Background: an optimization exercise with open tools, aiming at small area, a short achievable clock period and few clock cycles. Do not read the settings as production practice. In this exercise RTL edits were held to simulation tests only and were not proved equivalent to the original. Power figures rest on the tool's default switching activity, not on a simulated workload.

`design/flow/design.v`:
```
`timescale 1ns / 1ps
module booth_digit (
    input  [2:0] t,             
    output [3:0] sel            
    );
    assign sel[0] = ~t[2] & (t[1] ^ t[0]);
    assign sel[1] = ~t[2] &  t[1] &  t[0];
    assign sel[2] =  t[2] & (t[1] ^ t[0]);
    assign sel[3] =  t[2] & ~t[1] & ~t[0];
endmodule
module mac_cs (
    input  [7:0]  p,
    input  [9:0]  np,
    input  [15:0] sel,           
    input  [20:0] x_s,
    input  [20:0] x_c,
    output [20:0] s,
    output [20:0] c
    );
    wire [9:0] p1  = {2'b00, p};
    wire [9:0] p2  = {1'b0, p, 1'b0};
    wire [9:0] n2  = {np[8:0], 1'b0};
    wire [3:0] d0 = sel[3:0];
    wire [9:0] v0 = ({10{d0[0]}} & p1) | ({10{d0[1]}} & p2) |
                    ({10{d0[2]}} & np) | ({10{d0[3]}} & n2);
    wire [9:0] e0 = {~v0[9], v0[8:0]};
    wire [3:0] d1 = sel[7:4];
    wire [9:0] v1 = ({10{d1[0]}} & p1) | ({10{d1[1]}} & p2) |
                    ({10{d1[2]}} & np) | ({10{d1[3]}} & n2);
    wire [9:0] e1 = {~v1[9], v1[8:0]};
    wire [3:0] d2 = sel[11:8];
    wire [9:0] v2 = ({10{d2[0]}} & p1) | ({10{d2[1]}} & p2) |
                    ({10{d2[2]}} & np) | ({10{d2[3]}} & n2);
    wire [9:0] e2 = {~v2[9], v2[8:0]};
    wire [3:0] d3 = sel[15:12];
    wire [9:0] v3 = ({10{d3[0]}} & p1) | ({10{d3[1]}} & p2) |
                    ({10{d3[2]}} & np) | ({10{d3[3]}} & n2);
    wire [9:0] e3 = {~v3[9], v3[8:0]};
    wire s1 = x_s[4] ^ x_c[4];
    wire c2 = x_s[4] & x_c[4];
    wire s3 = x_s[5] ^ x_c[5] ^ e0[5];
    wire c4 = (x_s[5] & x_c[5]) | (x_s[5] & e0[5]) | (x_c[5] & e0[5]);
    wire s5 = x_s[6] ^ x_c[6] ^ e0[6];
    wire c6 = (x_s[6] & x_c[6]) | (x_s[6] & e0[6]) | (x_c[6] & e0[6]);
    wire s7 = e1[4] ^ e2[2];
    wire c8 = e1[4] & e2[2];
    wire s9 = x_s[7] ^ x_c[7] ^ e0[7];
    wire c10 = (x_s[7] & x_c[7]) | (x_s[7] & e0[7]) | (x_c[7] & e0[7]);
    wire s11 = e1[5] ^ e2[3] ^ e3[1];
    wire c12 = (e1[5] & e2[3]) | (e1[5] & e3[1]) | (e2[3] & e3[1]);
    wire s13 = x_s[8] ^ x_c[8] ^ e0[8];
    wire c14 = (x_s[8] & x_c[8]) | (x_s[8] & e0[8]) | (x_c[8] & e0[8]);
    wire s15 = e1[6] ^ e2[4] ^ e3[2];
    wire c16 = (e1[6] & e2[4]) | (e1[6] & e3[2]) | (e2[4] & e3[2]);
    wire s17 = x_s[9] ^ x_c[9] ^ e0[9];
    wire c18 = (x_s[9] & x_c[9]) | (x_s[9] & e0[9]) | (x_c[9] & e0[9]);
    wire s19 = e1[7] ^ e2[5] ^ e3[3];
    wire c20 = (e1[7] & e2[5]) | (e1[7] & e3[3]) | (e2[5] & e3[3]);
    wire s21 = x_s[10] ^ x_c[10] ^ e1[8];
    wire c22 = (x_s[10] & x_c[10]) | (x_s[10] & e1[8]) | (x_c[10] & e1[8]);
    wire s23 = e2[6] ^ e3[4];
    wire c24 = e2[6] & e3[4];
    wire s25 = x_s[11] ^ x_c[11] ^ e1[9];
    wire c26 = (x_s[11] & x_c[11]) | (x_s[11] & e1[9]) | (x_c[11] & e1[9]);
    wire s27 = e2[7] ^ e3[5];
    wire c28 = e2[7] & e3[5];
    wire s29 = x_s[12] ^ x_c[12] ^ e2[8];
    wire c30 = (x_s[12] & x_c[12]) | (x_s[12] & e2[8]) | (x_c[12] & e2[8]);
    wire s31 = x_s[13] ^ x_c[13];
    wire c32 = x_s[13] & x_c[13];
    wire s33 = x_s[2] ^ x_c[2];
    wire c34 = x_s[2] & x_c[2];
    wire s35 = x_s[3] ^ x_c[3] ^ e0[3];
    wire c36 = (x_s[3] & x_c[3]) | (x_s[3] & e0[3]) | (x_c[3] & e0[3]);
    wire s37 = e0[4] ^ e1[2] ^ e2[0];
    wire c38 = (e0[4] & e1[2]) | (e0[4] & e2[0]) | (e1[2] & e2[0]);
    wire s39 = e1[3] ^ e2[1] ^ c2;
    wire c40 = (e1[3] & e2[1]) | (e1[3] & c2) | (e2[1] & c2);
    wire s41 = e3[0] ^ c4 ^ s5;
    wire c42 = (e3[0] & c4) | (e3[0] & s5) | (c4 & s5);
    wire s43 = c6 ^ c8 ^ s9;
    wire c44 = (c6 & c8) | (c6 & s9) | (c8 & s9);
    wire s45 = c10 ^ c12 ^ s13;
    wire c46 = (c10 & c12) | (c10 & s13) | (c12 & s13);
    wire s47 = c14 ^ c16 ^ s17;
    wire c48 = (c14 & c16) | (c14 & s17) | (c16 & s17);
    wire s49 = c18 ^ c20 ^ s21;
    wire c50 = (c18 & c20) | (c18 & s21) | (c20 & s21);
    wire s51 = c22 ^ c24 ^ s25;
    wire c52 = (c22 & c24) | (c22 & s25) | (c24 & s25);
    wire s53 = e3[6] ^ c26 ^ c28;
    wire c54 = (e3[6] & c26) | (e3[6] & c28) | (c26 & c28);
    wire s55 = e2[9] ^ e3[7] ^ c30;
    wire c56 = (e2[9] & e3[7]) | (e2[9] & c30) | (e3[7] & c30);
    wire s57 = x_s[14] ^ x_c[14] ^ e3[8];
    wire c58 = (x_s[14] & x_c[14]) | (x_s[14] & e3[8]) | (x_c[14] & e3[8]);
    wire s59 = x_s[15] ^ x_c[15];
    wire c60 = x_s[15] & x_c[15];
    wire s61 = x_s[0] ^ x_c[0];
    wire c62 = x_s[0] & x_c[0];
    wire s63 = x_s[1] ^ x_c[1] ^ e0[1];
    wire c64 = (x_s[1] & x_c[1]) | (x_s[1] & e0[1]) | (x_c[1] & e0[1]);
    wire s65 = e0[2] ^ e1[0] ^ s33;
    wire c66 = (e0[2] & e1[0]) | (e0[2] & s33) | (e1[0] & s33);
    wire s67 = e1[1] ^ c34 ^ s35;
    wire c68 = (e1[1] & c34) | (e1[1] & s35) | (c34 & s35);
    wire s69 = s1 ^ c36 ^ s37;
    wire c70 = (s1 & c36) | (s1 & s37) | (c36 & s37);
    wire s71 = s3 ^ c38 ^ s39;
    wire c72 = (s3 & c38) | (s3 & s39) | (c38 & s39);
    wire s73 = s7 ^ c40 ^ s41;
    wire c74 = (s7 & c40) | (s7 & s41) | (c40 & s41);
    wire s75 = s11 ^ c42 ^ s43;
    wire c76 = (s11 & c42) | (s11 & s43) | (c42 & s43);
    wire s77 = s15 ^ c44 ^ s45;
    wire c78 = (s15 & c44) | (s15 & s45) | (c44 & s45);
    wire s79 = s19 ^ c46 ^ s47;
    wire c80 = (s19 & c46) | (s19 & s47) | (c46 & s47);
    wire s81 = s23 ^ c48 ^ s49;
    wire c82 = (s23 & c48) | (s23 & s49) | (c48 & s49);
    wire s83 = s27 ^ c50 ^ s51;
    wire c84 = (s27 & c50) | (s27 & s51) | (c50 & s51);
    wire s85 = s29 ^ c52 ^ s53;
    wire c86 = (s29 & c52) | (s29 & s53) | (c52 & s53);
    wire s87 = s31 ^ c54 ^ s55;
    wire c88 = (s31 & c54) | (s31 & s55) | (c54 & s55);
    wire s89 = c32 ^ c56 ^ s57;
    wire c90 = (c32 & c56) | (c32 & s57) | (c56 & s57);
    wire s91 = e3[9] ^ c58 ^ s59;
    wire c92 = (e3[9] & c58) | (e3[9] & s59) | (c58 & s59);
    wire s93 = x_s[16] ^ x_c[16] ^ c60;
    wire c94 = (x_s[16] & x_c[16]) | (x_s[16] & c60) | (x_c[16] & c60);
    wire s95 = x_s[17] ^ x_c[17];
    wire c96 = x_s[17] & x_c[17];
    wire s97 = x_s[18] ^ x_c[18];
    wire c98 = x_s[18] & x_c[18];
    wire s99 = x_s[19] ^ x_c[19];
    wire c100 = x_s[19] & x_c[19];
    wire s101 = x_s[20] ^ x_c[20];
    wire c102 = x_s[20] & x_c[20];
    assign s[0] = e0[0];
    assign c[0] = s61;
    assign s[1] = c62;
    assign c[1] = s63;
    assign s[2] = c64;
    assign c[2] = s65;
    assign s[3] = c66;
    assign c[3] = s67;
    assign s[4] = c68;
    assign c[4] = s69;
    assign s[5] = c70;
    assign c[5] = s71;
    assign s[6] = c72;
    assign c[6] = s73;
    assign s[7] = c74;
    assign c[7] = s75;
    assign s[8] = c76;
    assign c[8] = s77;
    assign s[9] = c78;
    assign c[9] = s79;
    assign s[10] = c80;
    assign c[10] = s81;
    assign s[11] = c82;
    assign c[11] = s83;
    assign s[12] = c84;
    assign c[12] = s85;
    assign s[13] = c86;
    assign c[13] = s87;
    assign s[14] = c88;
    assign c[14] = s89;
    assign s[15] = c90;
    assign c[15] = s91;
    assign s[16] = c92;
    assign c[16] = s93;
    assign s[17] = c94;
    assign c[17] = s95;
    assign s[18] = c96;
    assign c[18] = s97;
    assign s[19] = c98;
    assign c[19] = s99;
    assign s[20] = c100;
    assign c[20] = s101;
endmodule
`timescale 1ns / 1ps
module queue_mac_controller #(parameter data_size= 8, out_data_size= 24, img_address_size = 14, weight_address_size = 8,out_address_size = 17,img_size = 128) (
    input clk,
    input rst,
    input start,
    input [data_size-1:0] img_data,
    input [data_size-1:0] weight_data,
    output [img_address_size -1:0] img_address,
    output [weight_address_size-1:0] weight_address,
    output img_data_ena,
    output weight_data_ena,
    output reg done,
    output reg data_validity,
    output reg [out_address_size-1:0] out_address,
    output [out_data_size-1:0] out_data
    );
    reg        busy;       
    reg        wld;        
    reg [1:0]  q;          
    reg        iss;        
    reg [2:0]  ph;         
    reg [6:0]  c;          
    reg [6:0]  r;          
    reg [6:0]  ra;         
    reg [4:0]  waddr;
    reg        wena;
    wire last_ph = (ph == 3'd5);
    wire last_c  = (c == 7'd127);
    wire last_r  = (r == 7'd122);
    wire iss_end = last_ph & last_c & last_r;
    reg        busy_n, wld_n, iss_n;
    reg [1:0]  q_n;
    reg [2:0]  ph_n;
    reg [6:0]  c_n, r_n, ra_n;
    reg  go;
    wire begin_img = go;
    always @(*) begin
        busy_n = busy; wld_n = wld; iss_n = iss; q_n = q;
        ph_n = last_ph ? 3'd0 : ph + 3'd1;
        c_n = c; r_n = r; ra_n = ra;
        if (begin_img) begin
            busy_n = 1'b1; wld_n = 1'b1; iss_n = 1'b0; q_n = 2'd0; ph_n = 3'd0;
            c_n = 7'd0; r_n = 7'd0; ra_n = 7'd0;
        end else if (done) begin
            busy_n = 1'b0; wld_n = 1'b0; iss_n = 1'b0;
        end else if (busy) begin
            if (last_ph) q_n = q + 2'd1;
            if (wld && last_ph && q == 2'd3) begin
                wld_n = 1'b0;
                iss_n = 1'b1;
            end
            if (iss) begin
                if (iss_end) iss_n = 1'b0;
                if (last_ph) begin
                    c_n = c + 7'd1;
                    if (last_c) begin
                        r_n  = r + 7'd2;
                        ra_n = r + 7'd2;
                    end else
                        ra_n = r;
                end else
                    ra_n = ra + 7'd1;
            end
        end
    end
    reg [4:0] wbase;
    always @(*) begin
        case (ph_n)
            3'd2:    wbase = 5'd5;
            3'd3:    wbase = 5'd10;
            3'd4:    wbase = 5'd15;
            3'd5:    wbase = 5'd20;
            default: wbase = 5'd0;
        endcase
        waddr = wbase + (iss_n ? 5'd4 : {3'b000, ~q_n});
    end
    reg [4:0] waddr_q;
    always @(posedge clk) begin
        if (rst) begin
            go   <= 1'b0;
            busy <= 1'b0;
            wld  <= 1'b0;
            iss  <= 1'b0;
            wena <= 1'b0;
        end else begin
            go   <= start & ~go & (~busy | done);
            busy <= busy_n;
            wld  <= wld_n;
            iss  <= iss_n;
            wena <= (wld_n | iss_n) & (ph_n != 3'd0);
        end
        q  <= q_n;
        ph <= ph_n;
        c  <= c_n;
        r  <= r_n;
        ra <= ra_n;
        waddr_q <= waddr;
    end
    assign img_address     = {ra, c};
    assign img_data_ena    = iss;
    assign weight_address  = {3'b000, waddr_q};
    assign weight_data_ena = wena;
    reg [2:0] f_zero, f_wld;             
    reg [3:0] f_first;                   
    reg [5:0] f_col, f_last;             
    reg [6:0] f_cend;                    
    reg       out_b;
    always @(posedge clk) begin
        if (rst) begin
            f_zero  <= 3'd0;
            f_wld   <= 3'd0;
            f_first <= 4'd0;
            f_col   <= 6'd0;
            f_last  <= 6'd0;
            f_cend  <= 7'd0;
            out_b   <= 1'b0;
            data_validity <= 1'b0;
            done    <= 1'b0;
        end else begin
            f_zero  <= {f_zero[1:0],  busy & (ph == 3'd0)};
            f_wld   <= {f_wld[1:0],   wld};
            f_first <= {f_first[2:0], iss & (ph == 3'd1)};
            f_col   <= {f_col[4:0],   iss & last_ph & (c >= 7'd4)};
            f_last  <= {f_last[4:0],  iss & iss_end};
            f_cend  <= {f_cend[5:0],  iss & last_ph & last_c};
            out_b   <= f_col[5];
            data_validity <= f_col[4] | f_col[5];
            done    <= f_last[5];
        end
    end
    reg [7:0] pix, pixd, pixdd, wt, wtd;
    reg [9:0] npd, npdd;
    always @(posedge clk) begin
        pix   <= img_data;
        pixd  <= pix;
        pixdd <= pixd;
        npd   <= ~{2'b00, pix} + 10'd1;
        npdd  <= npd;
        wt    <= f_zero[1] ? 8'd0 : weight_data;
        wtd   <= wt;
    end
    reg [31:0] wr0, wr1, wr2, wr3, wr4, wr5;
    always @(posedge clk) begin
        wr0 <= wr1;
        wr1 <= wr2;
        wr2 <= wr3;
        wr3 <= wr4;
        wr4 <= wr5;
        wr5 <= f_wld[2] ? {wr0[23:0], wt} : wr0;
    end
    wire [39:0] wrow = {wtd, wr5};
    wire [79:0] sel;                
    genvar gb, gj;
    generate for (gb = 0; gb < 5; gb = gb + 1) begin : g_w
        wire [8:0] wx = {wrow[8*gb+7:8*gb], 1'b0};
        for (gj = 0; gj < 4; gj = gj + 1) begin : g_d
            booth_digit bd (.t(wx[2*gj+2:2*gj]), .sel(sel[16*gb+4*gj+3:16*gb+4*gj]));
        end
    end endgenerate
    localparam [20:0] START_A = 21'd835072;    
    localparam [20:0] START_B = 21'd791552;    
    wire shift = f_col[4];       
    reg  [20:0] as [0:4], ac [0:4], bs [0:4], bc [0:4];
    wire [20:0] as_n [0:4], ac_n [0:4], bs_n [0:4], bc_n [0:4];
    integer k;
    reg  [2:0] jca [0:4], jcb [0:4];
    wire [4:0] fa, fb;
    always @(posedge clk) begin
        for (k = 0; k < 5; k = k + 1) begin
            jca[k] <= begin_img ? 3'b000 : {jca[k][1:0], ~jca[k][2]};
            jcb[k] <= begin_img ? 3'b000 : {jcb[k][1:0], ~jcb[k][2]};
        end
    end
    generate for (gb = 0; gb < 5; gb = gb + 1) begin : g_first
        assign fa[gb] = jca[gb][2] & ~jca[gb][1];
        assign fb[gb] = jcb[gb][2] & ~jcb[gb][1];
    end endgenerate
    reg  [20:0] axs [0:4], axc [0:4], bxs [0:4], bxc [0:4];
    always @(*) begin
        axs[0] = fa[0] ? START_A : as[0];
        axc[0] = fa[0] ? 21'd0   : ac[0];
        bxs[0] = fb[0] ? START_B : bs[0];
        bxc[0] = fb[0] ? 21'd0   : bc[0];
        for (k = 1; k < 5; k = k + 1) begin
            axs[k] = fa[k] ? as[k-1] : as[k];
            axc[k] = fa[k] ? ac[k-1] : ac[k];
            bxs[k] = fb[k] ? bs[k-1] : bs[k];
            bxc[k] = fb[k] ? bc[k-1] : bc[k];
        end
        if (shift) begin
            axs[4] = bs[4];
            axc[4] = bc[4];
        end
    end
    generate for (gb = 0; gb < 5; gb = gb + 1) begin : g_mac
        mac_cs ma (.p(pixdd), .np(npdd), .sel(sel[16*gb+15:16*gb]),
                   .x_s(axs[gb]), .x_c(axc[gb]), .s(as_n[gb]), .c(ac_n[gb]));
        mac_cs mb (.p(pixd),  .np(npd),  .sel(sel[16*gb+15:16*gb]),
                   .x_s(bxs[gb]), .x_c(bxc[gb]), .s(bs_n[gb]), .c(bc_n[gb]));
    end endgenerate
    always @(posedge clk) begin
        for (k = 0; k < 5; k = k + 1) begin
            as[k] <= as_n[k];
            ac[k] <= ac_n[k];
            bs[k] <= bs_n[k];
            bc[k] <= bc_n[k];
        end
    end
    reg [20:0] res;
    always @(posedge clk) res <= as[4] + ac[4];
    assign out_data = {{3{res[20]}}, res};
    always @(posedge clk) begin
        if (rst || !busy || begin_img) out_address <= 0;
        else if (data_validity) begin
            if (!out_b)                    out_address <= out_address + 17'd124;
            else if (f_cend[6])            out_address <= out_address + 17'd1;
            else                           out_address <= out_address - 17'd123;
        end
    end
endmodule
```
`design/flow/run.sh`:
```
#!/bin/bash
# synth_recipe.tcl (not shown) runs the flow's synth.tcl, then flattens the netlist and writes it again
# the make line also repeats each setting of config.mk as NAME=value (left out here)
make -C /OpenROAD-flow-scripts/flow DESIGN_CONFIG=/design/flow/config.mk WORK_HOME=/design/flow/orfs CLKGATE_MAP_FILE= SYNTH_SCRIPT=/design/flow/synth_recipe.tcl finish
```
`design/flow/config.mk`:
```
export PLATFORM = sky130hd
export DESIGN_NAME = queue_mac_controller
export DESIGN_NICKNAME = queue_mac_controller
export VERILOG_FILES = /design/flow/design.v
export SDC_FILE = /design/flow/constraint.sdc
export NUM_CORES = 4
export LEC_CHECK = 0
export CAP_MARGIN = 20
export CORE_MARGIN = 2
export CORE_UTILIZATION = 55
export SLEW_MARGIN = 20
```
`design/flow/constraint.sdc`:
```
create_clock -name core_clock -period 9.0 [get_ports {clk}]
set_input_delay 1.8000 -clock core_clock [delete_from_list [all_inputs] [get_ports {clk}]]
set_output_delay 1.8000 -clock core_clock [all_outputs]
set_load 0.01 [all_outputs]
```
==> flow_summary_export.csv, run 1 <==
group,metric,value,unit
layout,n_antenna_cell,0,
power_and_ir_drop,leakagePower,22.2,nW
clocking,cts_setup_buffers,0,
outcome,outcome,"timing/DRC/antenna clean",
critical_path,rrSetupSlack,5250,ps
critical_path,worstReg2RegStart,"wr5[29]$_DFF_P_",
grt,grt.overflow.total,0,
min_path,hold_path_end,"wr3[27]$_DFF_P_",
route,avgViaCountPerCell,6.26,
clocking,numClockSinks,800,
sta,rsz0062_at_grt,"false",
sta,slew_viol_final,0,
route,wl_met3,11.7,mm
critical_path,critPathMaxStageDelay,950,ps
logic_synthesis,synthTopCellsByArea,"dfxtp_1 36%, fa_1 18%, mux2_2 7.8%",
logic_synthesis,synth_cell_types,70,
logic_synthesis,yosysTopAreaCellShare,35.9,%
route,wl_met2,59.4,mm
clocking,htree_levels,3,
sta,fmax,243,MHz
critical_path,cpLargestDelayFamily,"flip-flops",
layout,area_growth,10.5,%
logic_synthesis,yosysTopAreaCell,"dfxtp_1",
sta,relSlewSlack,23.1,%
min_path,hold_depth,0,
critical_path,cp_cell_sequence,"clkdlybuf4s50_1",
sta,fin_setup_tns,0,ps
floorplan,die_area,83300,sq um
critical_path,cp-end-kind,"output port",
clocking,clock_path_buffers,3,
layout,stdcell_area,49300,sq um
clocking,cts_resized,0,
placement,io_buffers,82,
sta,hold_viol,0,
logic_synthesis,yosys-top-cells-count,"800 x dfxtp_1, 409 x inv_1, 392 x fa_1",
placement,hpwl,93.3,mm
clocking,cts_hold_buf,0,
grt,antenna_found_initial,4,
critical_path,slowest_stage,"dfxtp_1",
grt,grt_pass1_vias,33176,
power_and_ir_drop,power_density,285,nW/um^2
critical_path,arrival,2310,ps
clocking,clk_latency,660,ps
clocking,clk_pin_slew,70,ps
logic_synthesis,synth_ff_type,"dfxtp_1",
layout,nets,4670,
logic_synthesis,netlist_instances,4215,
logic_synthesis,syn_area_per_cell,10.6,sq um
min_path,min_path_type,"register to register",
placement,place_congestion,0.942,
route,vias,32758,
logic_synthesis,synth.most_common_cell,"dfxtp_1",
logic_synthesis,async_flop_share,0,%
clocking,root_buffer,"clkbuf_16",
route,wire_per_inst,26.1,microns
clocking,cts_tree,"built",
floorplan,fp.dieW,289,microns
sta,post-route-period-util,45.7,%
job,cap_violations,0,
critical_path,r2r_end,"ac[3][8]$_DFF_P_",
sta,fin_skew,23.7,ps
min_path,min_from,"wr4[27]$_DFF_P_",
critical_path,rr_worst_depth,9,
logic_synthesis,netlist_area,44600,sq um
sta,worst_pin_slew,1150,ps
critical_path,cp_max_fo,26,
logic_synthesis,synth_seq_area_share,35.9,%
route,met1_length,59.2,mm
placement,place_area,46200,sq um
layout,drive_gt1_share,14.6,%
logic_synthesis,yosys_register_bits,800,
layout,post-route-util,61.3,%
route,ant_nets,0,
floorplan,ios,86,
floorplan,start_util,55.4,%
route,drt_iter0_markers,3245,
floorplan,core_area,80400,sq um
floorplan,die_y,289,microns
route,wirelength,136,mm
grt,grt_first_pass_wirelength,206,mm
layout,n_fill_cell,6677,
critical_path,critPathKind,"register to output port",
clocking,cts_buffers,87,
route,highest_layer,"met5",
sta,min_period,4110,ps
logic_synthesis,yosysWarnings,21,
critical_path,worstSetupPathDepth,1,
critical_path,critPathRequiredTime,7200,ps
power_and_ir_drop,peakVddDrop,184,uV
route,drc_errors,0,
logic_synthesis,synth_enable_flop_cells,0,
critical_path,start_kind,"register",
grt,grt_usage,33.0,%
grt,grt_max_degree,83,
critical_path,crit_buf_inv,1,
floorplan,rows,104,
sta,setup_viol,0,
route,first_pass_iters,6,
==> cell usage in the layout (no fill, tap or decap), types with 91 or more instances in the layout <==
| cell | count |
|---|---|
| buf_4 | 102 |
| fa_1 | 392 |
| ha_1 | 152 |
| nand2_1 | 154 |
| nor2b_1 | 91 |
| mux2i_1 | 186 |
| inv_1 | 409 |
| a22o_1 | 98 |
| a21o_1 | 124 |
| a21oi_1 | 136 |
| dfxtp_1 | 794 |
| mux2_2 | 308 |
| nor2_1 | 132 |
| a221oi_1 | 181 |
| a22oi_1 | 265 |
==> worst register-to-register path, cell delays in order, from the launching register on <==
cell,delay [ps]
dfxtp_1,310
buf_4,400
and2_1,670
nor2b_1,310
a21o_1,220
a22oi_1,150
fa_1,510
fa_1,510
inv_1,60
fa_1,480
==> metrics by stage <==
| stage | instances | total power, mW | setup slack (ps) | hold WS, ps |
|---|---|---|---|---|
| finish | 5236 | 14.1 | 4890 | 319 |
| global route | 5236 | 15.1 | 4740 | 328 |
| CTS | 5236 | 14.1 | 4870 | 323 |
| global placement | 5078 | 9.91 | 4440 | 310 |
| detailed placement | 5078 | 10.3 | 4360 | 312 |
| floorplan | 4217 | 8.49 | 5810 | 310 |
==> worst max-delay path by stage <==
stage                                        start                           end  slack [ps]
final                     data_validity$_SDFF_PP0_                 data_validity        4890
after global routing                           rst  out_address[12]$_SDFFE_PP0P_        4740
after CTS                 data_validity$_SDFF_PP0_                 data_validity        4870
after detailed placement                       rst  out_address[12]$_SDFFE_PP0P_        4360
after global placement                         rst  out_address[12]$_SDFFE_PP0P_        4440
after floorplan                    wr5[17]$_DFF_P_              ac[2][7]$_DFF_P_        5810
==> per-layer routing <==
metal | GRT usage (%) | vias to the layer above
li1 | - | 14340
met1 | 46.5 | 16336
met2 | 49.7 | 1698
met3 | 6.42 | 382
met4 | 13.8 | 2
met5 | 0 | -
==> sequential cells by signal, indices dropped and copies added (netlist names), 10 cells and up <==
signal       cells
bc             105
bs             105
wr1             32
out_address     17
wr2             32
jca             15
wr5             32
npd             10
jcb             15
wr4             32
wr0             32
npdd            10
res             21
as             105
ac             105
wr3             32
==> cells by family after synthesis <==
| family | Yosys count | synth area share [%] |
|---|---|---|
| adder cells (fa/ha/maj) | 544 | 21.9 |
| AO/OA/AOI/OAI | 933 | 15.6 |
| multiplexers | 495 | 12.0 |
| XOR/XNOR | 75 | 1.47 |
| AND/OR/NAND/NOR | 574 | 6.40 |
| flip-flops | 800 | 35.9 |
| other | 1 | 0.00841 |
| buffers and inverters | 793 | 6.75 |
==> report_power, final <==
group          total (mW)  internal [mW]  switching (mW)
clock                3.83           2.25            1.58
combinational        4.95           2.17            2.78
sequential           5.27           4.51           0.765
total                14.1           8.93            5.12
==> area by class of cell <==
class / count / area, sq um / area share (%)
inverters: 410 / 1540 / 3.12
multi-input cells: 2624 / 25700 / 52.2
clock buffers: 105 / 2380 / 4.83
clock inverters: 53 / 689 / 1.40
flip-flops and latches: 800 / 16000 / 32.5
repair buffers: 184 / 1590 / 3.22
well taps: 1060 / 1330 / 2.69
Testbench counts, summed over its fixed seeds: cycles 762,368.
==> inputs of run 2 (changes only) <==
--- a/design/flow/config.mk
+++ b/design/flow/config.mk
@@ -8,4 +8,5 @@
 export CAP_MARGIN = 20
 export CORE_MARGIN = 2
 export CORE_UTILIZATION = 55
+export SETUP_SLACK_MARGIN = 5
 export SLEW_MARGIN = 20
==> flow_summary_export.csv, run 2 <==
group,metric,value,unit
sta,post-route-period-util,41.7,%
grt,grt_max_degree,83,
route,ant_nets,0,
sta,fmax,266,MHz
critical_path,rr_worst_depth,9,
layout,n_fill_cell,6678,
clocking,cts_hold_buf,0,
floorplan,start_util,55.4,%
sta,worst_pin_slew,1150,ps
logic_synthesis,synth_cell_types,70,
critical_path,rrSetupSlack,5250,ps
grt,grt_pass1_vias,33176,
placement,hpwl,93.3,mm
clocking,clock_path_buffers,3,
min_path,min_path_type,"register to register",
clocking,cts_tree,"built",
clocking,clk_pin_slew,60,ps
logic_synthesis,yosysTopAreaCell,"dfxtp_1",
logic_synthesis,netlist_area,44600,sq um
logic_synthesis,synth.most_common_cell,"dfxtp_1",
floorplan,fp.dieW,289,microns
floorplan,ios,86,
grt,antenna_found_initial,4,
logic_synthesis,yosysWarnings,21,
grt,grt_first_pass_wirelength,206,mm
power_and_ir_drop,power,14.0,mW
logic_synthesis,synth_ff_type,"dfxtp_1",
power_and_ir_drop,peakVddDrop,184,uV
logic_synthesis,synth_seq_area_share,35.9,%
critical_path,crit_buf_inv,1,
floorplan,core_area,80400,sq um
layout,area_growth,10.5,%
sta,fin_hold_ws,320,ps
critical_path,slowest_stage,"dfxtp_2",
floorplan,die_y,289,microns
critical_path,cp_max_fo,26,
layout,drive_gt1_share,14.7,%
layout,n_antenna_cell,0,
critical_path,critPathMaxStageDelay,650,ps
logic_synthesis,synthTopCellsByArea,"dfxtp_1 36%, fa_1 18%, mux2_2 7.8%",
min_path,min_from,"wr4[15]$_DFF_P_",
layout,nets,4670,
clocking,root_buffer,"clkbuf_16",
floorplan,rows,104,
route,avgViaCountPerCell,6.24,
clocking,cts_setup_buffers,0,
logic_synthesis,yosys-top-cells-count,"800 x dfxtp_1, 409 x inv_1, 392 x fa_1",
sta,fin_setup_tns,0,ps
sta,setup_viol,0,
critical_path,cpLargestDelayFamily,"flip-flops",
clocking,clk_latency,660,ps
placement,place_congestion,0.942,
critical_path,r2r_end,"ac[3][8]$_DFF_P_",
critical_path,start_kind,"register",
job,cap_violations,0,
route,drc_errors,0,
logic_synthesis,syn_area_per_cell,10.6,sq um
logic_synthesis,netlist_instances,4215,
sta,relSlewSlack,23.2,%
power_and_ir_drop,power_density,285,nW/um^2
min_path,hold_path_end,"wr3[15]$_DFF_P_",
route,wirelength,136,mm
power_and_ir_drop,leakagePower,22.2,nW
min_path,hold_depth,0,
route,drt_iter0_markers,3354,
sta,rsz0062_at_grt,"false",
critical_path,worstReg2RegStart,"wr5[29]$_DFF_P_",
clocking,cts_buffers,87,
clocking,htree_levels,3,
logic_synthesis,yosys_register_bits,800,
sta,min_period,3750,ps
critical_path,cp_cell_sequence,"clkdlybuf4s50_1",
critical_path,arrival,1950,ps
layout,register_area,16000,sq um
logic_synthesis,yosysTopAreaCellShare,35.9,%
critical_path,cp-end-kind,"output port",
grt,grt_usage,33.0,%
sta,hold_viol,0,
logic_synthesis,synth_enable_flop_cells,0,
route,wire_per_inst,26.0,microns
route,first_pass_iters,9,
placement,place_area,46200,sq um
layout,layout_commonest_cell,"dfxtp_1",
route,vias,32692,
grt,grt.overflow.total,0,
sta,fin_skew,23.5,ps
floorplan,die_area,83300,sq um
critical_path,critPathKind,"register to output port",
critical_path,critPathRequiredTime,7200,ps
layout,mostFrequentLayoutCells,"793 x dfxtp_1, 409 x inv_1, 392 x fa_1",
sta,slew_viol_final,0,
outcome,outcome,"timing/DRC/antenna clean",
layout,multi_input_area,25700,sq um
logic_synthesis,async_flop_share,0,%
clocking,numClockSinks,800,
placement,io_buffers,82,
layout,stdcell_area,49300,sq um
## run 2: cell count changes in the layout (fill, tap and decap cells not counted)
cell and change:
dfxtp_1 -1, nand3_2 +1, dfxtp_2 +1, nand3_1 -1
## run 2: how the worst max path moves through the flow
stage | cells after the start | slack [ps] | startpoint | end
after floorplan | 8 | 5810 | wr5[17]$_DFF_P_ | ac[2][7]$_DFF_P_
after global placement | 5 | 4440 | rst | out_address[12]$_SDFFE_PP0P_
after detailed placement | 5 | 4360 | rst | out_address[12]$_SDFFE_PP0P_
after CTS | 5 | 5040 | rst | out_address[12]$_SDFFE_PP0P_
after global routing | 5 | 5130 | rst | out_address[12]$_SDFFE_PP0P_
final | 1 | 5250 | data_validity$_SDFF_PP0_ | data_validity
## run 2: cell families after synthesis
logic type | count (synthesis) | synth area share (%)
compound gates | 933 | 15.6
xor+xnor | 75 | 1.47
flops | 800 | 35.9
mux | 495 | 12.0
buf+inv | 793 | 6.75
other cells | 1 | 0.00841
fa+ha+maj | 544 | 21.9
simple gates | 574 | 6.40
## run 2: routing by layer
metal | routed length, microns | GRT usage [%] | up-vias
met2 | 59400 | 49.7 | 1684
met3 | 11500 | 6.42 | 368
met1 | 59400 | 46.5 | 16303
met5 | 13 | 0 | -
met4 | 5960 | 13.8 | 2
li1 | - | - | 14335
## run 2: cell type report
cell class / instances / share of cell area, %
Timing Repair Buffer: 184 / 3.22
Sequential cell: 800 / 32.5
Inverter: 410 / 3.12
Clock buffer: 105 / 4.82
Clock inverter: 53 / 1.40
Multi-Input combinational cell: 2624 / 52.2
Tap cell: 1060 / 2.69
## run 2: through the flow
| step | setup WS (ps) | std cells | utilization, % |
|---|---|---|---|
| 2_1_floorplan | 5810 | 4217 | - |
| 3_3_place_gp | 4440 | 5078 | 57.4 |
| 3_5_place_dp | 4360 | 5078 | 57.4 |
| 4_1_cts | 5040 | 5236 | 61.3 |
| 5_1_grt | 5130 | 5236 | 61.3 |
| 6_report | 5250 | 5236 | 61.3 |
## run 2: where the power goes
group / switching, mW / internal, mW / total, mW
clock: 1.58 / 2.25 / 3.83
combinational: 2.77 / 2.17 / 4.95
sequential: 0.766 / 4.51 / 5.27
total: 5.12 / 8.93 / 14.0
## run 2: repair_timing
action                                 CTS  global route
setup endpoints to repair                1             1
endpoints found under the hold margin    0             0
resized for setup                        1             1
==> inputs of run 3 (changes only) <==
--- a/design/flow/config.mk
+++ b/design/flow/config.mk
@@ -7,6 +7,5 @@
 export LEC_CHECK = 0
 export CAP_MARGIN = 20
 export CORE_MARGIN = 2
-export CORE_UTILIZATION = 55
-export SETUP_SLACK_MARGIN = 5
+export CORE_UTILIZATION = 30
 export SLEW_MARGIN = 20
==> flow_summary_export.csv, run 3 <==
group,metric,value,unit
outcome,outcome,"timing/DRC/antenna clean",
route,drc_errors,0,
clocking,cts_setup_buffers,0,
layout,n_fill_cell,14664,
layout,drive_gt1_share,14.6,%
sta,relSlewSlack,21.3,%
critical_path,slowest_stage,"dfxtp_1",
placement,io_buffers,82,
sta,fin_setup_tns,0,ps
critical_path,cp_max_fo,26,
clocking,cts_buffers,89,
grt,antenna_found_initial,6,
placement,hpwl,89.7,mm
power_and_ir_drop,switchingPower,4.89,mW
sta,hold_viol,0,
power_and_ir_drop,power_density,276,nW/um^2
placement,place_area,47300,sq um
logic_synthesis,syn_area_per_cell,10.6,sq um
clocking,cts_hold_buf,0,
layout,area_growth,13.2,%
floorplan,fp.dieW,389,microns
clocking,clk_pin_slew,60,ps
route,first_pass_iters,7,
sta,worst_pin_slew,1180,ps
clocking,cts_resized,0,
route,wirelength,134,mm
critical_path,start_kind,"register",
sta,rsz0062_at_grt,"false",
critical_path,cp-end-kind,"output port",
logic_synthesis,yosysTopAreaCellShare,35.9,%
logic_synthesis,synth_enable_flop_cells,0,
floorplan,ios,86,
layout,layout_commonest_cell,"dfxtp_1",
power_and_ir_drop,pwr-share-comb,34.7,%
logic_synthesis,netlist_area,44600,sq um
grt,grt.overflow.total,0,
route,vias,32172,
sta,min_period,4010,ps
grt,grt_pass1_vias,32528,
sta,slew_viol_final,0,
logic_synthesis,yosys_register_bits,800,
logic_synthesis,netlist_instances,4215,
clocking,numClockSinks,800,
critical_path,cp_cell_sequence,"clkdlybuf4s50_1",
power_and_ir_drop,power_report.internal_total,9.01,mW
min_path,min_path_type,"register to register",
logic_synthesis,synthTopCellsByArea,"dfxtp_1 36%, fa_1 18%, mux2_2 7.8%",
clocking,htree_levels,3,
sta,setup_viol,0,
floorplan,die_area,152000,sq um
route,drt_iter0_markers,3155,
logic_synthesis,yosysTopAreaCell,"dfxtp_1",
critical_path,arrival,2210,ps
layout,mostFrequentLayoutCells,"797 x dfxtp_1, 409 x inv_1, 392 x fa_1",
logic_synthesis,yosysWarnings,21,
clocking,clk_latency,680,ps
logic_synthesis,synth_ff_type,"dfxtp_1",
power_and_ir_drop,p_seq_share,37.1,%
logic_synthesis,synth_seq_area_share,35.9,%
logic_synthesis,synth_cell_types,70,
sta,fin_skew,36.4,ps
grt,grt_usage,17.5,%
grt,grt_max_degree,83,
critical_path,critPathMaxStageDelay,870,ps
grt,grt_first_pass_wirelength,204,mm
route,ant_nets,0,
critical_path,rrSetupSlack,5030,ps
route,avgViaCountPerCell,5.26,
sta,fmax,250,MHz
critical_path,cpLargestDelayFamily,"flip-flops",
power_and_ir_drop,switching_share,35.2,%
clocking,root_buffer,"clkbuf_16",
job,cap_violations,0,
floorplan,start_util,30.2,%
power_and_ir_drop,leakagePower,22.2,nW
logic_synthesis,async_flop_share,0,%
layout,nets,4677,
critical_path,critPathRequiredTime,7200,ps
floorplan,die_y,389,microns
critical_path,critPathKind,"register to output port",
sta,post-route-period-util,44.5,%
layout,stdcell_area,50500,sq um
placement,place_congestion,0.899,
logic_synthesis,yosys-top-cells-count,"800 x dfxtp_1, 409 x inv_1, 392 x fa_1",
power_and_ir_drop,p_clk_share,28.2,%
floorplan,rows,141,
power_and_ir_drop,peakVddDrop,152,uV
logic_synthesis,synth.most_common_cell,"dfxtp_1",
critical_path,crit_buf_inv,1,
clocking,clock_path_buffers,3,
route,wire_per_inst,22.0,microns
floorplan,core_area,148000,sq um
clocking,cts_tree,"built",
[run 3: changes by cell type in the layout (fill, tap and decap cells not counted), moves of 3 or more]
cell,delta
dfxtp_1,+4
buf_4,+5
nor2_2,-3
clkbuf_8,+9
clkinv_2,-4
dfxtp_2,-4
nor2_1,+3
clkinv_4,-3
clkbuf_16,+3
[run 3: metrics by stage]
step	instances	power [mW]	hold WS, ps	setup WS, ps	utilization [%]
floorplan	4217	8.49	310	5810	-
global placement	5953	9.86	310	4540	32.0
detailed placement	5953	10.1	312	4520	32.0
CTS	6115	14.1	322	4970	34.2
global route	6115	15.0	322	4880	34.2
finish	6116	13.9	317	4990	34.2
[run 3: path summary, 6_finish.rpt]
check                                 from  cells past startpoint                 to
hold / removal              wr2[7]$_DFF_P_                      0     wr1[7]$_DFF_P_
setup / recovery  data_validity$_SDFF_PP0_                      1      data_validity
setup reg to reg            wtd[1]$_DFF_P_                      7  bc[4][10]$_DFF_P_
hold reg to reg             wr2[7]$_DFF_P_                      0     wr1[7]$_DFF_P_
[run 3: cells by family (layout without fill, tap and decap cells)]
logic type	after synthesis	count (layout)	share of synthesized area, %
compound gates	933	933	15.6
xor+xnor	75	75	1.47
fa+ha+maj	544	544	21.9
buf+inv	793	761	6.75
flops	800	800	35.9
mux	495	495	12.0
other cells	1	4	0.00841
simple gates	574	574	6.40
[run 3: power by group through the flow]
stage               Sequential (mW)  Clock (mW)  Combinational [mW]
global route                   5.25        4.15                5.62
finish                         5.16        3.92                4.82
global placement               5.24           0                4.62
floorplan                      4.88           0                3.61
CTS                            5.18        4.00                4.87
detailed placement             5.25           0                4.87
[run 3: layout make-up]
class                   instances  area (sq um)  area share (%)
clock inverters                43           579            1.15
diodes                          1          2.50         0.00496
flip-flops and latches        800         16000            31.7
repair buffers                189          1620            3.22
clock buffers                 119          2580            5.12
well taps                    1930          2410            4.78
inverters                     410          1540            3.05
multi-input cells            2624         25700            50.9
[run 3: metal layers]
| metal | share of wire [%] | up-vias | global-route usage [%] |
|---|---|---|---|
| li1 | - | 14352 | - |
| met1 | 40 | 15925 | 22.2 |
| met2 | 46 | 1552 | 28.4 |
| met3 | 9.3 | 335 | 4.05 |
| met4 | 4.4 | 8 | 7.65 |
| met5 | 0.036 | - | 0 |
==> inputs of run 4 (changes only) <==
--- a/design/flow/design.v
+++ b/design/flow/design.v
@@ -224,7 +224,7 @@
         if (begin_img) begin
             busy_n = 1'b1; wld_n = 1'b1; iss_n = 1'b0; q_n = 2'd0; ph_n = 3'd0;
             c_n = 7'd0; r_n = 7'd0; ra_n = 7'd0;
-        end else if (done) begin
+        end else if (f_last[5]) begin
             busy_n = 1'b0; wld_n = 1'b0; iss_n = 1'b0;
         end else if (busy) begin
             if (last_ph) q_n = q + 2'd1;
@@ -266,7 +266,7 @@
             iss  <= 1'b0;
             wena <= 1'b0;
         end else begin
-            go   <= start & ~go & (~busy | done);
+            go   <= start & ~go & ~busy;
             busy <= busy_n;
             wld  <= wld_n;
             iss  <= iss_n;
@@ -284,34 +284,33 @@
     assign weight_address  = {3'b000, waddr_q};
     assign weight_data_ena = wena;
     reg [2:0] f_zero, f_wld;             
-    reg [3:0] f_first;                   
     reg [5:0] f_col, f_last;             
     reg [6:0] f_cend;                    
-    reg       out_b;
+    reg       out_a, out_b;                
     always @(posedge clk) begin
         if (rst) begin
             f_zero  <= 3'd0;
             f_wld   <= 3'd0;
-            f_first <= 4'd0;
             f_col   <= 6'd0;
             f_last  <= 6'd0;
             f_cend  <= 7'd0;
+            out_a   <= 1'b0;
             out_b   <= 1'b0;
             data_validity <= 1'b0;
             done    <= 1'b0;
         end else begin
             f_zero  <= {f_zero[1:0],  busy & (ph == 3'd0)};
             f_wld   <= {f_wld[1:0],   wld};
-            f_first <= {f_first[2:0], iss & (ph == 3'd1)};
             f_col   <= {f_col[4:0],   iss & last_ph & (c >= 7'd4)};
             f_last  <= {f_last[4:0],  iss & iss_end};
             f_cend  <= {f_cend[5:0],  iss & last_ph & last_c};
+            out_a   <= f_col[4];
             out_b   <= f_col[5];
             data_validity <= f_col[4] | f_col[5];
             done    <= f_last[5];
         end
     end
-    reg [7:0] pix, pixd, pixdd, wt, wtd;
+    reg [7:0] pix, pixd, pixdd, wt;
     reg [9:0] npd, npdd;
     always @(posedge clk) begin
         pix   <= img_data;
@@ -320,7 +319,6 @@
         npd   <= ~{2'b00, pix} + 10'd1;
         npdd  <= npd;
         wt    <= f_zero[1] ? 8'd0 : weight_data;
-        wtd   <= wt;
     end
     reg [31:0] wr0, wr1, wr2, wr3, wr4, wr5;
     always @(posedge clk) begin
@@ -331,15 +329,17 @@
         wr4 <= wr5;
         wr5 <= f_wld[2] ? {wr0[23:0], wt} : wr0;
     end
-    wire [39:0] wrow = {wtd, wr5};
-    wire [79:0] sel;                
+    wire [39:0] wrow = {wt, wr0};
+    wire [79:0] sel_n;              
+    reg  [79:0] sel;
     genvar gb, gj;
     generate for (gb = 0; gb < 5; gb = gb + 1) begin : g_w
         wire [8:0] wx = {wrow[8*gb+7:8*gb], 1'b0};
         for (gj = 0; gj < 4; gj = gj + 1) begin : g_d
-            booth_digit bd (.t(wx[2*gj+2:2*gj]), .sel(sel[16*gb+4*gj+3:16*gb+4*gj]));
+            booth_digit bd (.t(wx[2*gj+2:2*gj]), .sel(sel_n[16*gb+4*gj+3:16*gb+4*gj]));
         end
     end endgenerate
+    always @(posedge clk) sel <= sel_n;
     localparam [20:0] START_A = 21'd835072;    
     localparam [20:0] START_B = 21'd791552;    
     wire shift = f_col[4];       
@@ -394,7 +394,7 @@
     assign out_data = {{3{res[20]}}, res};
     always @(posedge clk) begin
         if (rst || !busy || begin_img) out_address <= 0;
-        else if (data_validity) begin
+        else if (out_a | out_b) begin
             if (!out_b)                    out_address <= out_address + 17'd124;
             else if (f_cend[6])            out_address <= out_address + 17'd1;
             else                           out_address <= out_address - 17'd123;
==> design/flow/flow/run.sh (new file) <==
#!/bin/bash
set -euo pipefail
bash standard.sh "BUFFER_PORTS_ARGS=-buffer_cell sky130_fd_sc_hd__buf_4" \
    SETUP_SLACK_MARGIN=6.2 finish > make_finish.log 2>&1
==> design/flow/standard.sh (new file) <==
#!/bin/bash
# synth_recipe.tcl (not shown) runs the flow's synth.tcl, then flattens the netlist and writes it again
# the make line also repeats each setting of config.mk as NAME=value (left out here)
make -C /OpenROAD-flow-scripts/flow DESIGN_CONFIG=/design/flow/config.mk WORK_HOME=/design/flow/orfs CLKGATE_MAP_FILE= SYNTH_SCRIPT=/design/flow/synth_recipe.tcl "${@:-finish}"
--- a/design/flow/config.mk
+++ b/design/flow/config.mk
@@ -7,5 +7,5 @@
 export LEC_CHECK = 0
 export CAP_MARGIN = 20
 export CORE_MARGIN = 2
-export CORE_UTILIZATION = 30
+export CORE_UTILIZATION = 55
 export SLEW_MARGIN = 20
removed: design/flow/run.sh
==> flow_summary_export.csv, run 4 <==
group,metric,value,unit
outcome,outcome,"timing/DRC/antenna clean",
power_and_ir_drop,leakagePower,23.4,nW
logic_synthesis,synth_seq_area_share,39.6,%
power_and_ir_drop,p_clk_share,26.7,%
sta,hold_viol,0,
sta,min_period,2960,ps
route,wire_per_inst,26.9,microns
critical_path,critPathRequiredTime,7200,ps
layout,nets,4674,
floorplan,fp.dieW,286,microns
logic_synthesis,yosysWarnings,21,
power_and_ir_drop,switchingPower,5.00,mW
floorplan,start_util,55.5,%
clocking,numClockSinks,867,
grt,grt_max_degree,65,
clocking,root_buffer,"clkbuf_16",
sta,worst_pin_slew,797,ps
critical_path,cp_cell_sequence,"buf_6",
sta,slew_viol_final,0,
placement,place_congestion,0.912,
sta,rsz0062_at_grt,"true",
logic_synthesis,synth.most_common_cell,"dfxtp_1",
route,avgViaCountPerCell,6.28,
sta,fin_setup_tns,0,ps
power_and_ir_drop,power_report.internal_total,9.33,mW
route,ant_nets,0,
logic_synthesis,yosys-top-cells-count,"867 x dfxtp_1, 463 x inv_1, 392 x fa_1",
layout,drive_gt1_share,21.3,%
grt,grt.overflow.total,0,
logic_synthesis,yosysTopAreaCell,"dfxtp_1",
layout,stdcell_area,51800,sq um
clocking,clock_path_buffers,3,
floorplan,core_area,79000,sq um
sta,fin_skew,66.6,ps
logic_synthesis,yosys_register_bits,867,
critical_path,cpLargestDelayFamily,"flip-flops",
layout,mostFrequentLayoutCells,"746 x dfxtp_1, 449 x inv_1, 383 x fa_1",
critical_path,critPathMaxStageDelay,360,ps
grt,antenna_found_initial,1,
logic_synthesis,yosysTopAreaCellShare,39.6,%
logic_synthesis,synth_enable_flop_cells,0,
grt,grt_usage,33.5,%
critical_path,start_kind,"register",
route,drc_errors,0,
logic_synthesis,netlist_instances,4058,
placement,place_area,45100,sq um
route,vias,32824,
logic_synthesis,synth_cell_types,65,
placement,io_buffers,82,
power_and_ir_drop,peakVddDrop,176,uV
placement,hpwl,81.5,mm
clocking,cts_buffers,91,
clocking,clk_pin_slew,60,ps
power_and_ir_drop,pwr-share-comb,34.8,%
layout,n_antenna_cell,0,
critical_path,arrival,1160,ps
layout,layout_commonest_cell,"dfxtp_1",
placement,post-place-ws,5710,ps
clocking,cts_tree,"built",
critical_path,crit_buf_inv,1,
route,drt_iter0_markers,4225,
floorplan,die_area,82000,sq um
sta,relSlewSlack,46.8,%
layout,area_growth,18.0,%
power_and_ir_drop,power_density,277,nW/um^2
route,first_pass_iters,10,
grt,grt_pass1_vias,33906,
grt,grt_first_pass_wirelength,207,mm
critical_path,cp_max_fo,4,
power_and_ir_drop,switching_share,34.9,%
logic_synthesis,synth_ff_type,"dfxtp_1",
route,wirelength,140,mm
critical_path,critPathKind,"register to output port",
logic_synthesis,async_flop_share,0,%
critical_path,slowest_stage,"dfxtp_4",
clocking,htree_levels,3,
floorplan,die_y,286,microns
sta,post-route-period-util,32.9,%
floorplan,rows,103,
logic_synthesis,syn_area_per_cell,10.8,sq um
logic_synthesis,netlist_area,43900,sq um
sta,fmax,338,MHz
power_and_ir_drop,power,14.3,mW
power_and_ir_drop,p_seq_share,38.5,%
sta,setup_viol,0,
critical_path,cp-end-kind,"output port",
logic_synthesis,synthTopCellsByArea,"dfxtp_1 40%, fa_1 18%, mux2_2 4.9%",
min_path,min_path_type,"register to register",
sta,setup_slack,6040,ps
job,cap_violations,0,
clocking,clk_latency,710,ps
floorplan,ios,86,
## run 4: final cells by class
type,instances,area (sq um)
Clock buffer,121,2560
Clock inverter,36,518
Fill cell,6089,27200
Inverter,463,1740
Multi-Input combinational cell,2362,23900
Sequential cell,867,17600
Tap cell,1050,1310
Timing Repair Buffer,326,4120
## run 4: power groups by stage
stage / clock network (mW) / registers, mW / logic, mW
floorplan: 0 / 5.18 / 3.44
global placement: 0 / 5.50 / 4.18
detailed placement: 0 / 5.52 / 4.48
CTS: 3.90 / 5.46 / 4.80
global route: 4.07 / 5.59 / 5.72
finish: 3.83 / 5.52 / 4.99
## run 4: repair_timing
item | 4_1_cts | 5_1_grt
cloned | 23 | 10
buffers inserted | 63 | 58
hold buffers | 0 | 0
endpoints found under the setup margin | 211 | 180
pin swaps | 21 | 104
resized for setup | 278 | 221
## run 4: worst paths after layout
path              depth (start not counted)            startpoint           endpoint  slack [ps]
setup / recovery                          1       res[20]$_DFF_P_       out_data[23]        6040
hold / removal                            0       wr4[21]$_DFF_P_    wr3[21]$_DFF_P_         320
setup reg to reg                          9  jcb[3][1]$_SDFF_PP0_  bc[3][11]$_DFF_P_        6160
hold reg to reg                           0       wr4[21]$_DFF_P_    wr3[21]$_DFF_P_         320
## run 4: cell families (layout without fill, tap and decap cells)
group | after synthesis | in the layout | share of synthesized area (%)
flip-flops | 867 | 867 | 39.6
buffers and inverters | 831 | 946 | 7.19
AO/OA/AOI/OAI | 759 | 759 | 13.7
AND/OR/NAND/NOR | 610 | 610 | 6.88
adder cells (fa/ha/maj) | 544 | 544 | 22.2
multiplexers | 364 | 364 | 8.85
XOR/XNOR | 82 | 82 | 1.64
other | 1 | 3 | 0.00855
## run 4: layer usage
layer | track usage (%) | up-vias | part of all wire (%)
li1 | - | 14014 | -
met1 | 42.6 | 16037 | 38
met2 | 52.8 | 2137 | 45
met3 | 8.66 | 636 | 11
met4 | 17.1 | 0 | 5.9
met5 | 0 | - | 0
## run 4: stage by stage
step	hold WS (ps)	util, %	std cells
2_1_floorplan	310	-	4060
3_3_place_gp	310	57.1	4914
3_5_place_dp	312	57.1	4914
4_1_cts	307	63.6	5157
5_1_grt	314	65.5	5225
6_report	316	65.5	5225
## run 4: worst register-to-register path, cell delays in order, from the launching register on
cell and delay [ps]:
dfxtp_2 330, nand2b_4 160, buf_12 150, buf_4 150
mux2_4 300, fa_1 510, inv_1 60, fa_1 520
inv_2 50, fa_2 540
Testbench counts of run 4, summed over its fixed seeds: cycles 762,368.
==> inputs of run 5 (changes only) <==
==> design/flow/run.sh (new file) <==
#!/bin/bash
# synth_recipe.tcl (not shown) runs the flow's synth.tcl, then flattens the netlist and writes it again
# the make line also repeats each setting of config.mk as NAME=value (left out here)
make -C /OpenROAD-flow-scripts/flow DESIGN_CONFIG=/design/flow/config.mk WORK_HOME=/design/flow/orfs CLKGATE_MAP_FILE= SYNTH_SCRIPT=/design/flow/synth_recipe.tcl finish
--- a/design/flow/config.mk
+++ b/design/flow/config.mk
@@ -8,4 +8,5 @@
 export CAP_MARGIN = 20
 export CORE_MARGIN = 2
 export CORE_UTILIZATION = 55
+export SETUP_SLACK_MARGIN = 5
 export SLEW_MARGIN = 20
removed: design/flow/flow/run.sh
removed: design/flow/standard.sh
==> flow_summary_export.csv, run 5 <==
group,metric,value,unit
route,ant_nets,0,
min_path,hold_path_end,"wr2[26]$_DFF_P_",
grt,grt_usage,31.1,%
min_path,hold_depth,0,
logic_synthesis,synth_ff_type,"dfxtp_1",
sta,fmax,276,MHz
sta,hold_viol,0,
route,drc_errors,0,
critical_path,r2r_end,"ac[4][9]$_DFF_P_",
route,first_pass_iters,7,
logic_synthesis,synth_enable_flop_cells,0,
logic_synthesis,yosysTopAreaCell,"dfxtp_1",
critical_path,cpLargestDelayFamily,"buffers and inverters",
sta,fin_hold_ws,318,ps
logic_synthesis,netlist_instances,4058,
clocking,htree_levels,3,
critical_path,crit_buf_inv,1,
grt,grt_pass1_vias,33363,
floorplan,die_y,286,microns
critical_path,critPathMaxStageDelay,620,ps
route,wirelength,128,mm
logic_synthesis,synth.most_common_cell,"dfxtp_1",
placement,dp_cells,4921,
floorplan,die_area,82000,sq um
clocking,cts_buffers,92,
layout,multi_input_area,23400,sq um
layout,layout_commonest_cell,"dfxtp_1",
logic_synthesis,yosys_register_bits,867,
route,avgViaCountPerCell,6.18,
critical_path,cp-end-kind,"output port",
clocking,root_buffer,"clkbuf_16",
sta,slew_viol_final,0,
clocking,cts_tree,"built",
sta,fin_setup_tns,0,ps
placement,place_area,45400,sq um
placement,io_buffers,82,
grt,antenna_found_initial,3,
logic_synthesis,synth_cell_types,65,
floorplan,rows,103,
outcome,outcome,"timing/DRC/antenna clean",
clocking,cts_setup_buffers,0,
sta,relSlewSlack,23.7,%
route,wire_per_inst,25.1,microns
critical_path,rrSetupSlack,5720,ps
logic_synthesis,yosysWarnings,21,
floorplan,fp.dieW,286,microns
layout,mostFrequentLayoutCells,"862 x dfxtp_1, 463 x inv_1, 392 x fa_1",
floorplan,ios,86,
layout,drive_gt1_share,12.1,%
placement,hpwl,81.0,mm
min_path,min_from,"wr3[26]$_DFF_P_",
critical_path,arrival,1820,ps
critical_path,slowest_stage,"clkdlybuf4s50_1",
critical_path,start_kind,"register",
power_and_ir_drop,power_density,291,nW/um^2
logic_synthesis,async_flop_share,0,%
power_and_ir_drop,peakVddDrop,174,uV
sta,min_period,3620,ps
logic_synthesis,synth_seq_area_share,39.6,%
layout,post-route-util,61.8,%
clocking,cts_hold_buf,0,
critical_path,rr_worst_depth,7,
logic_synthesis,yosys-top-cells-count,"867 x dfxtp_1, 463 x inv_1, 392 x fa_1",
critical_path,critPathRequiredTime,7200,ps
clocking,clk_latency,700,ps
sta,setup_slack,5380,ps
floorplan,start_util,55.5,%
min_path,min_path_type,"register to register",
logic_synthesis,netlist_area,43900,sq um
route,vias,31474,
floorplan,core_area,79000,sq um
critical_path,critPathKind,"register to output port",
route,drt_iter0_markers,3320,
sta,worst_pin_slew,1140,ps
clocking,numClockSinks,867,
clocking,clk_pin_slew,60,ps
layout,stdcell_area,48800,sq um
job,cap_violations,0,
logic_synthesis,synthTopCellsByArea,"dfxtp_1 40%, fa_1 18%, mux2_2 4.9%",
layout,nets,4528,
logic_synthesis,yosysTopAreaCellShare,39.6,%
layout,n_fill_cell,6346,
sta,fin_skew,60.2,ps
grt,grt.overflow.total,0,
critical_path,cp_cell_sequence,"clkdlybuf4s50_1",
placement,place_congestion,0.910,
grt,grt_max_degree,65,
power_and_ir_drop,leakagePower,22.0,nW
power_and_ir_drop,power,14.2,mW
layout,area_growth,11.3,%
logic_synthesis,syn_area_per_cell,10.8,sq um
critical_path,cp_max_fo,9,
clocking,cts_resized,0,
clocking,clock_path_buffers,3,
layout,fin_cells,5093,
layout,register_area,17400,sq um
critical_path,worstReg2RegStart,"pixdd[2]$_DFF_P_",
sta,rsz0062_at_grt,"false",
sta,setup_viol,0,
sta,post-route-period-util,40.3,%
grt,grt_first_pass_wirelength,195,mm
placement,post-place-ws,5320,ps
==> run 5: changes by cell type in the layout (fill, tap and decap cells not counted), sizes merged, moves of 4 or more <==
cell / delta
buf: -205
clkdlybuf4s50: +82
bufinv: +11
bufbuf: -14
clkbuf: -9
clkinv: +4
==> run 5: cell families (layout without fill, tap and decap cells) <==
family | Yosys count | count (layout) | synth area share, %
muxes | 364 | 364 | 8.85
buffers and inverters | 831 | 813 | 7.19
AOI/OAI and AO/OA | 759 | 759 | 13.7
xor gates and xnor gates | 82 | 82 | 1.64
and+or+nand+nor | 610 | 610 | 6.88
DFF | 867 | 867 | 39.6
adders and majority gates | 544 | 544 | 22.2
other | 1 | 4 | 0.00855
==> run 5: worst max-delay path by stage <==
stage / start / end / slack (ps) / cells after the start
CTS: out_address[3]$_SDFFE_PP0N_ / out_address[3] / 5350 / 1
global placement: rst / out_address[14]$_SDFFE_PP0N_ / 5330 / 6
finish: out_address[3]$_SDFFE_PP0N_ / out_address[3] / 5380 / 1
floorplan: jca[1][2]$_SDFF_PP0_ / ac[1][6]$_DFF_P_ / 5960 / 9
global route: out_address[3]$_SDFFE_PP0N_ / out_address[3] / 5300 / 1
detailed placement: rst / out_address[14]$_SDFFE_PP0N_ / 5320 / 6
==> run 5: area by class of cell <==
| type | instances | area share (%) |
|---|---|---|
| clock buffer | 122 | 5.33 |
| tap | 1050 | 2.69 |
| sequential | 867 | 35.6 |
| antenna | 1 | 0.00512 |
| timing repair buffer | 179 | 3.17 |
| clock inverter | 49 | 1.79 |
| inverter | 463 | 3.56 |
| multi-input combinational | 2362 | 47.9 |
==> run 5: worst register-to-register path: cells and delay by family, from the launching register on <==
kind            cells  cell delay, ps
fa+ha+maj           3            1510
flops               1             910
buf+inv             2             520
compound gates      2             270
==> run 5: layer usage <==
| metal | GRT usage [%] | part of all wire, % |
|---|---|---|
| met3 | 6.57 | 9.7 |
| met1 | 40.3 | 40 |
| met5 | 0 | 0 |
| met4 | 15.0 | 4.7 |
| met2 | 49.7 | 46 |
==> run 5: report_power, final <==
part | switching, mW | leakage (nW) | internal [mW] | total [mW]
Sequential | 0.619 | 7.14 | 4.80 | 5.41
Combinational | 2.52 | 13.1 | 2.00 | 4.53
Clock | 1.69 | 1.68 | 2.56 | 4.25
Total | 4.84 | 22.0 | 9.36 | 14.2
==> inputs of run 6 (changes only) <==
--- a/design/flow/config.mk
+++ b/design/flow/config.mk
@@ -8,5 +8,7 @@
 export CAP_MARGIN = 20
 export CORE_MARGIN = 2
 export CORE_UTILIZATION = 55
+export CTS_CLUSTER_DIAMETER = 100
+export CTS_CLUSTER_SIZE = 30
 export SETUP_SLACK_MARGIN = 5
 export SLEW_MARGIN = 20
==> flow_summary_export.csv, run 6 <==
group,metric,value,unit
logic_synthesis,syn_area_per_cell,10.8,sq um
route,wl_met3,11.8,mm
power_and_ir_drop,power_density,261,nW/um^2
grt,grt_pass1_vias,32666,
clocking,clk_latency,650,ps
sta,hold_viol,0,
critical_path,cp_max_fo,9,
logic_synthesis,async_flop_share,0,%
grt,antenna_found_initial,3,
power_and_ir_drop,leakagePower,20.9,nW
critical_path,arrival,1830,ps
floorplan,die_area,82000,sq um
route,drc_errors,0,
route,drt_iter0_markers,3663,
route,ant_nets,0,
route,first_pass_iters,8,
logic_synthesis,netlist_instances,4058,
sta,fin_skew,36.2,ps
logic_synthesis,synth_cell_types,65,
grt,grt_usage,30.6,%
sta,relSlewSlack,23.8,%
sta,setup_slack,5370,ps
logic_synthesis,synth_seq_area_share,39.6,%
clocking,htree_levels,2,
floorplan,rows,103,
placement,io_buffers,82,
floorplan,ios,86,
route,wl_met2,57.6,mm
layout,layout_commonest_cell,"dfxtp_1",
floorplan,start_util,55.5,%
logic_synthesis,synth_ff_type,"dfxtp_1",
layout,area_growth,6.40,%
logic_synthesis,yosysTopAreaCellShare,39.6,%
layout,drive_gt1_share,9.87,%
critical_path,start_kind,"register",
route,wire_per_inst,25.3,microns
route,met1_length,50.4,mm
logic_synthesis,yosys-top-cells-count,"867 x dfxtp_1, 463 x inv_1, 392 x fa_1",
outcome,outcome,"timing/DRC/antenna clean",
clocking,cts_tree,"built",
grt,grt.overflow.total,0,
clocking,numClockSinks,867,
layout,nets,4476,
min_path,min_path_type,"register to register",
sta,fin_hold_ws,325,ps
route,wirelength,126,mm
grt,grt_max_degree,65,
clocking,cts_hold_buf,0,
job,cap_violations,0,
layout,post-route-util,59.1,%
critical_path,critPathKind,"register to output port",
logic_synthesis,yosysTopAreaCell,"dfxtp_1",
logic_synthesis,synthTopCellsByArea,"dfxtp_1 40%, fa_1 18%, mux2_2 4.9%",
logic_synthesis,yosysWarnings,21,
clocking,root_buffer,"clkbuf_16",
power_and_ir_drop,peakVddDrop,173,uV
critical_path,crit_buf_inv,1,
critical_path,critPathMaxStageDelay,620,ps
floorplan,fp.dieW,286,microns
critical_path,cpLargestDelayFamily,"buffers and inverters",
layout,mostFrequentLayoutCells,"862 x dfxtp_1, 463 x inv_1, 392 x fa_1",
layout,fin_cells,4982,
route,vias,31120,
logic_synthesis,synth_enable_flop_cells,0,
power_and_ir_drop,power,12.2,mW
placement,dp_cells,4921,
sta,fmax,276,MHz
route,avgViaCountPerCell,6.25,
sta,worst_pin_slew,1140,ps
sta,post-route-period-util,40.3,%
clocking,cts_resized,0,
grt,grt_first_pass_wirelength,193,mm
floorplan,die_y,286,microns
critical_path,critPathRequiredTime,7200,ps
logic_synthesis,netlist_area,43900,sq um
sta,slew_viol_final,0,
sta,min_period,3630,ps
placement,place_area,45400,sq um
placement,hpwl,81.0,mm
critical_path,cp-end-kind,"output port",
logic_synthesis,synth.most_common_cell,"dfxtp_1",
clocking,cts_buffers,40,
sta,rsz0062_at_grt,"false",
clocking,clk_pin_slew,110,ps
clocking,clock_path_buffers,3,
sta,setup_viol,0,
critical_path,cp_cell_sequence,"clkdlybuf4s50_1",
layout,stdcell_area,46700,sq um
route,highest_layer,"met5",
critical_path,slowest_stage,"clkdlybuf4s50_1",
clocking,cts_setup_buffers,0,
logic_synthesis,yosys_register_bits,867,
placement,post-place-ws,5320,ps
sta,fin_setup_tns,0,ps
placement,place_congestion,0.910,
floorplan,core_area,79000,sq um
## run 6: cell counts after synthesis
No cell type changed its count.
## run 6: power breakdown
part	total, mW	internal, mW	switching (mW)
clock network	2.29	0.899	1.39
logic	4.51	2.00	2.51
registers	5.40	4.79	0.615
total	12.2	7.69	4.51
## run 6: cell families after synthesis
group | Yosys count | share of synthesized area [%]
xor gates and xnor gates | 82 | 1.64
DFF | 867 | 39.6
and+or+nand+nor | 610 | 6.88
muxes | 364 | 8.85
adders and majority gates | 544 | 22.2
buffers and inverters | 831 | 7.19
other | 1 | 0.00855
AOI/OAI and AO/OA | 759 | 13.7
## run 6: worst register-to-register path: cells and delay by family (launching register included)
kind	cells	cell delay (ps)
compound gates	2	270
fa+ha+maj	3	1510
buf+inv	2	500
flops	1	940
## run 6: worst paths after layout
path / startpoint / end / slack, ps / cells after the start
setup / recovery: out_address[3]$_SDFFE_PP0N_ / out_address[3] / 5370 / 1
hold / removal: wr2[12]$_DFF_P_ / wr1[12]$_DFF_P_ / 330 / 0
hold reg to reg: wr2[12]$_DFF_P_ / wr1[12]$_DFF_P_ / 330 / 0
setup reg to reg: pixdd[2]$_DFF_P_ / ac[4][9]$_DFF_P_ / 5680 / 7
## run 6: cell type report
cell class	instances	area, sq um
fillers	6559	32300
multi-input cells	2362	23400
flip-flops and latches	867	17400
inverters	463	1740
repair buffers	179	1550
well taps	1050	1310
clock buffers	42	1030
clock inverters	18	292
diodes	1	2.50
## run 6: routing by layer
layer,track usage (%),vias up
li1,-,13544
met1,40.3,15346
met2,49.4,1738
met3,5.62,490
met4,13.8,2
met5,0,-

[re-timing with driven ports]
How much do the figures lean on ideal ports? The routed layouts below were timed once more, with nothing changed but the port constraints. Step 1 assumes that a clkbuf_16 drives the clock port and a buf_2 every other input. Step 2 times the ports against the registers' clock, not the clock port: input delays grow and output delays shrink by t, the midpoint of the rising clock arrivals with the driver on. Three values: no drivers, after step 1, after step 2; two values: the first two.
run	t (ns)	setup slack, ns	latest minus earliest clock arrival (ns)	slew at the worst register clock pin (ns)
run 1	0.722	4.890 / 4.820 / 4.338	0.028 / 0.028	0.07 / 0.07
run 2	0.722	5.246 / 5.176 / 4.670	0.027 / 0.028	0.07 / 0.07
run 3	0.734	4.994 / 4.923 / 4.498	0.038 / 0.037	0.07 / 0.07
run 4	0.742	6.042 / 5.971 / 5.791	0.070 / 0.069	0.07 / 0.07
run 5	0.736	5.376 / 5.307 / 5.324	0.061 / 0.061	0.07 / 0.07
run 6	0.707	5.373 / 5.301 / 5.326	0.037 / 0.036	0.12 / 0.12
After both steps setup and hold are still met in every run listed. For run 2, which loses most, drivers alone change the setup slack by -0.070 ns; drivers and shift together by -0.576 ns.
